This is an optimization exercise on Yosys and OpenROAD, whose aim is small area, a short achievable clock period and few clock cycles, not a production implementation.
In this exercise RTL edits were held to simulation tests only and were not proved equivalent to the original.

==> flow/design.v <==
module muldiv_unit (
    input  logic        clk_i,
    input  logic        rst_n_i,
    input  logic        start_i,
    input  logic [31:0] operand_a_i,
    input  logic [31:0] operand_b_i,
    input  logic [2:0]  muldiv_op_i,
    output logic [31:0] result_o,
    output logic        busy_o,
    output logic        done_o
);
    localparam int K  = 4;                  
    localparam int DW = 33 + K - 1;         
    localparam int NC = (32 + K - 1) / K;   
    localparam int CW = 4;                  
    localparam int EW = 3;                  
    function automatic logic [32:0] add33(input logic [32:0] a,
                                          input logic [32:0] b,
                                          input logic        cin);
        logic [32:0] g, p, gg, pp;
        logic [32:0] c;
        g  = a & b;
        p  = a ^ b;
        gg = g;
        pp = p;
        gg[0] = g[0] | (p[0] & cin);
        for (int d = 1; d < 33; d = d * 2)
            for (int i = 2 * d - 1; i < 33; i = i + 2 * d) begin
                gg[i] = gg[i] | (pp[i] & gg[i-d]);
                pp[i] = pp[i] & pp[i-d];
            end
        for (int d = 16; d >= 1; d = d / 2)
            for (int i = 3 * d - 1; i < 33; i = i + 2 * d) begin
                gg[i] = gg[i] | (pp[i] & gg[i-d]);
                pp[i] = pp[i] & pp[i-d];
            end
        c[0] = cin;
        for (int i = 1; i < 33; i++) c[i] = gg[i-1];
        add33 = p ^ c;
    endfunction
    logic          busy_q, done_q, first_q, fix_q, negc_q;
    logic          mul_q, sgn_q, rem_q;
    logic          neg_q, prev_q, rs_q;
    logic [CW-1:0] cnt_q;
    logic [31:0]   x_q;       
    logic [DW-1:0] y_q;       
    logic [31:0]   z_q;       
    logic        sa, sb, bz, az, nz, pa, pb;
    logic [31:0] nx, abs_a, am, bm;
    logic [4:0]  ma, mb, la, lb;
    logic signed [5:0] df;
    logic [4:0]  du;
    logic [CW-1:0] c0;
    logic [EW-1:0] e0;
    logic [DW-1:0] d0;
    assign sa    = sgn_q & x_q[31];
    assign sb    = sgn_q & y_q[31];
    assign nx    = ~x_q + 32'd1;
    assign abs_a = (sa | negc_q) ? nx : x_q;
    assign bz    = (y_q[31:0] == 32'd0);
    assign az    = (x_q == 32'd0);
    assign am = sa ? ~x_q : x_q;
    assign bm = sb ? ~y_q[31:0] : y_q[31:0];
    assign pa = sa && (am != 32'd0) && (((am >> 1) & ~am) == 32'd0);
    assign pb = sb && (bm != 32'd0) && (((bm >> 1) & ~bm) == 32'd0);
    always_comb begin
        ma = 5'd0;
        mb = 5'd0;
        for (int i = 0; i < 32; i++) begin
            if (am[i]) ma = 5'(i);
            if (bm[i]) mb = 5'(i);
        end
    end
    assign la = ma + 5'(pa);
    assign lb = mb + 5'(pb);
    assign df = $signed({1'b0, la}) - $signed({1'b0, lb});
    assign du = df[4:0];
    assign nz = az || df[5];
    always_comb begin
        c0 = CW'(1);
        e0 = EW'(K);
        if (bz) begin
            e0 = EW'(K - 1);
        end else if (!nz) begin
            c0 = CW'(du / K) + CW'(1);
            e0 = EW'(K - 1) - EW'(du % K);
        end
    end
    always_comb begin
        d0 = '0;
        for (int c = 1; c <= NC; c++)
            if (c0 == CW'(c))
                d0 = DW'($signed({sb, y_q[31:0]})) << (c * K - 1);
    end
    logic [32:0]   s   [0:K];
    logic [DW-1:0] dv;
    logic [K-1:0]  qb;
    logic [2*K:0]  ybits;
    assign dv    = first_q ? d0 : y_q;
    assign ybits = {y_q[2*K-1:0], prev_q};
    always_comb begin
        logic [31:0] xs;
        logic [32:0] dj, ab;
        logic        one, two, inv, skip;
        if (first_q) s[0] = mul_q ? 33'd0 : {1'b0, abs_a};
        else         s[0] = mul_q ? {1'b0, z_q} : {rs_q, x_q};
        for (int j = 0; j < K; j++) begin
            xs   = x_q << (2 * j);
            dj   = 33'($signed(dv) >>> j);
            skip = (first_q && (EW'(j) < e0)) || (fix_q && j > 0);
            one  = 1'b0;
            two  = 1'b0;
            if (mul_q) begin
                one = ybits[2*j+1] ^ ybits[2*j];
                two = (ybits[2*j+2] & ~ybits[2*j+1] & ~ybits[2*j]) |
                      (~ybits[2*j+2] & ybits[2*j+1] & ybits[2*j]);
                inv = ybits[2*j+2];
                ab  = {1'b0, ({32{one}} & xs) | ({32{two}} & (xs << 1))};
            end else begin
                inv = ~skip & ~(s[j][32] ^ sb);
                ab  = {33{~skip}} & dj;
            end
            s[j+1]    = add33(s[j], ab ^ {33{inv}}, inv);
            qb[K-1-j] = ~skip & ~s[j+1][32];
        end
    end
    logic [31:0] qn, sel;
    logic        last, fin, mterm, negn, rfix;
    logic [31:0] ynext;
    assign qn    = (z_q << K) | 32'(qb);
    assign sel   = rem_q ? s[K][31:0] : qn;
    assign negn  = first_q ? (sgn_q & (rem_q ? sa : (sa ^ sb))) | (bz & ~rem_q)
                           : neg_q;
    assign last  = first_q ? (c0 == CW'(1)) : (cnt_q == CW'(1));
    assign fin   = fix_q | last;
    assign rfix  = rem_q & ~fix_q & s[K][32];
    assign ynext = $signed(y_q[31:0]) >>> (2 * K);
    assign mterm = (ynext == {32{y_q[2*K-1]}});
    logic idle_q, ld_q;
    logic idle_d, busy_d, done_d, first_d, fix_d, negc_d;
    always_comb begin
        idle_d  = idle_q;
        busy_d  = busy_q;
        done_d  = done_q;
        first_d = first_q;
        fix_d   = fix_q;
        negc_d  = negc_q;
        if (idle_q) begin
            if (start_i) begin
                idle_d  = 1'b0;
                busy_d  = (muldiv_op_i <= 3'd4);
                done_d  = (muldiv_op_i >  3'd4);
                first_d = 1'b1;
            end
        end else if (!ld_q) begin
            first_d = 1'b0;
            if (negc_q) begin
                negc_d = 1'b0;
                busy_d = 1'b0;
                done_d = 1'b1;
            end else if (mul_q) begin
                if (mterm) begin
                    busy_d = 1'b0;
                    done_d = 1'b1;
                end
            end else if (fin) begin
                fix_d = rfix;
                if (!rfix) begin
                    if (negn) negc_d = 1'b1;
                    else begin
                        busy_d = 1'b0;
                        done_d = 1'b1;
                    end
                end
            end
        end else begin
            done_d = 1'b0;
            idle_d = 1'b1;
        end
    end
    always_ff @(posedge clk_i or negedge rst_n_i) begin
        if (!rst_n_i) begin
            idle_q  <= 1'b1;
            ld_q    <= 1'b1;
            busy_q  <= 1'b0;
            done_q  <= 1'b0;
            first_q <= 1'b0;
            fix_q   <= 1'b0;
            negc_q  <= 1'b0;
        end else begin
            idle_q  <= idle_d;
            ld_q    <= !busy_d;
            busy_q  <= busy_d;
            done_q  <= done_d;
            first_q <= first_d;
            fix_q   <= fix_d;
            negc_q  <= negc_d;
        end
    end
    always_ff @(posedge clk_i) begin
        if (ld_q) begin
            x_q <= operand_a_i;
            y_q <= DW'(operand_b_i);
            z_q <= 32'd0;
        end else if (mul_q) begin
            x_q <= x_q << (2 * K);
            y_q <= DW'(ynext);
            z_q <= s[K][31:0];
        end else begin
            x_q <= (fin && !rfix && negn && !rem_q) ? qn : s[K][31:0];
            y_q <= (fin && rfix) ? DW'($signed(dv) >>> (K - 1)) : DW'($signed(dv) >>> K);
            if (negc_q)
                z_q <= abs_a;
            else if (fin && !rfix && !negn && rem_q)
                z_q <= s[K][31:0];
            else
                z_q <= qn;
        end
    end
    always_ff @(posedge clk_i) begin
        if (ld_q) begin
            prev_q <= 1'b0;
            rs_q   <= 1'b0;
            mul_q  <= (muldiv_op_i == 3'd0);
            sgn_q  <= (muldiv_op_i == 3'd1) || (muldiv_op_i == 3'd3);
            rem_q  <= (muldiv_op_i == 3'd3) || (muldiv_op_i == 3'd4);
        end else begin
            prev_q <= y_q[2*K-1];
            rs_q   <= s[K][32] | (fin & rfix);
            neg_q  <= negn;
            cnt_q  <= first_q ? (c0 - CW'(1)) : (cnt_q - CW'(1));
        end
    end
    assign busy_o   = busy_q;
    assign done_o   = done_q;
    assign result_o = z_q;
endmodule
make LEC_CHECK=0 ABC_AREA=1 CAP_MARGIN=10 CORE_MARGIN=2 CORE_UTILIZATION=55 CTS_BUF_LIST='sky130_fd_sc_hd__clkbuf_4 sky130_fd_sc_hd__clkbuf_8' SLEW_MARGIN=10 finish   # period 150.0 ns
run.sh (not shown) runs the stock make flow with config.mk's settings and CLKGATE_MAP_FILE= SYNTH_SCRIPT=/design/flow/synth_recipe.tcl, a recipe that flattens the netlist after the stock synthesis.
The baseline completed without violations.
Testbench counts at the start, summed over its fixed seeds: cycles 74,649.
Next try:
--- a/flow/config.mk
+++ b/flow/config.mk
@@ -8,6 +8,5 @@
 export ABC_AREA = 1
-export CAP_MARGIN = 10
+export CAP_MARGIN = 20
 export CORE_MARGIN = 2
 export CORE_UTILIZATION = 55
-export CTS_BUF_LIST = sky130_fd_sc_hd__clkbuf_4 sky130_fd_sc_hd__clkbuf_8
-export SLEW_MARGIN = 10
+export SLEW_MARGIN = 20
Register-to-register slack improved by 0.27 ns.
Non-clock buffer count goes up by 1.
Sequential cell count is unchanged.
Clock-buffer cell count does not change.
Wire length goes down by 0.43%.
Global-route usage goes down by 0.11 points.


Setup of pepper:
muldiv_unit, a different RTL version from the one above (not shown whole).
For scale: ~120 flip-flops, about 19000 um^2 of cells after synthesis.
Settings: LEC_CHECK=0, ABC_AREA=1, CAP_MARGIN=20, CORE_MARGIN=2, CORE_UTILIZATION=50, SLEW_MARGIN=20; clock period 150.0 ns.
standard.sh (not shown) runs the stock make flow with config.mk's settings and CLKGATE_MAP_FILE= SYNTH_SCRIPT=/design/flow/synth_recipe.tcl, a recipe that flattens the netlist after the stock synthesis.
==> flow/flow/run.sh <==
#!/bin/bash
set -euo pipefail
bash standard.sh finish "BUFFER_PORTS_ARGS=-buffer_cell sky130_fd_sc_hd__buf_1" > standard.log 2>&1
Testbench counts of pepper, summed over its fixed seeds: cycles 74,670.
For zinc, these inputs were changed with respect to pepper:
==> flow/run.sh (new file) <==
#!/bin/bash
# synth_recipe.tcl (not shown) runs the flow's synth.tcl, then flattens the netlist and writes it again
# the make line also repeats each setting of config.mk as NAME=value (left out here)
make -C /OpenROAD-flow-scripts/flow DESIGN_CONFIG=/design/flow/config.mk WORK_HOME=/design/flow/orfs CLKGATE_MAP_FILE= SYNTH_SCRIPT=/design/flow/synth_recipe.tcl finish
removed: flow/flow/run.sh
removed: flow/standard.sh
### Flow results
- In the reports for zinc and pepper, the larger top achievable clock speed belongs to pepper.
- A source of the critical timing path of z_q[0] is what pepper shows, while z_q[6] belongs to zinc.
- | routed wire length | lower: zinc |
- On zinc: met2 demand-to-capacity share in global routing is 0.26 points higher than what pepper gave.
- [compare] base=pepper new=zinc: global-route wire length before repair went down by about 0.44%; remaining routing DRC violations saw little to no change.
- On post-CTS clock slew at the launch and capture registers of the worst setup and hold paths, zinc tracks pepper almost exactly.

## what the ideal ports hide
How much do the figures lean on ideal ports? The routed layouts below were timed once more, with nothing changed but the port constraints.
Step 1, drivers: a clkbuf_16 drives clk_i and a buf_2 each remaining input, both assumed.
Step 2 times the ports against the registers' clock, not the clock port: input delays grow and output delays shrink by t, the midpoint of the rising clock arrivals with the driver on.
Slacks: ideal ports / drivers / drivers and shift; pairs: ideal ports / drivers.
| run | t, ns | slack for setup (ns) | worst hold slack (ns) | worst slew at a driven data input, ns |
|---|---|---|---|---|
| the first run of note 1 | 0.566 | 118.448 / 118.394 / 118.786 | 0.521 / 0.521 / 0.521 | 0.05 |
| the second run of note 1 | 0.520 | 118.506 / 118.447 / 118.768 | 0.520 / 0.520 / 0.520 | 0.05 |
| pepper | 0.543 | 118.952 / 118.900 / 119.205 | 0.488 / 0.488 / 0.488 | 0.04 |
| zinc | 0.518 | 118.569 / 118.519 / 118.770 | 0.478 / 0.478 / 0.478 | 0.05 |
After both steps setup and hold are still met in every run listed.
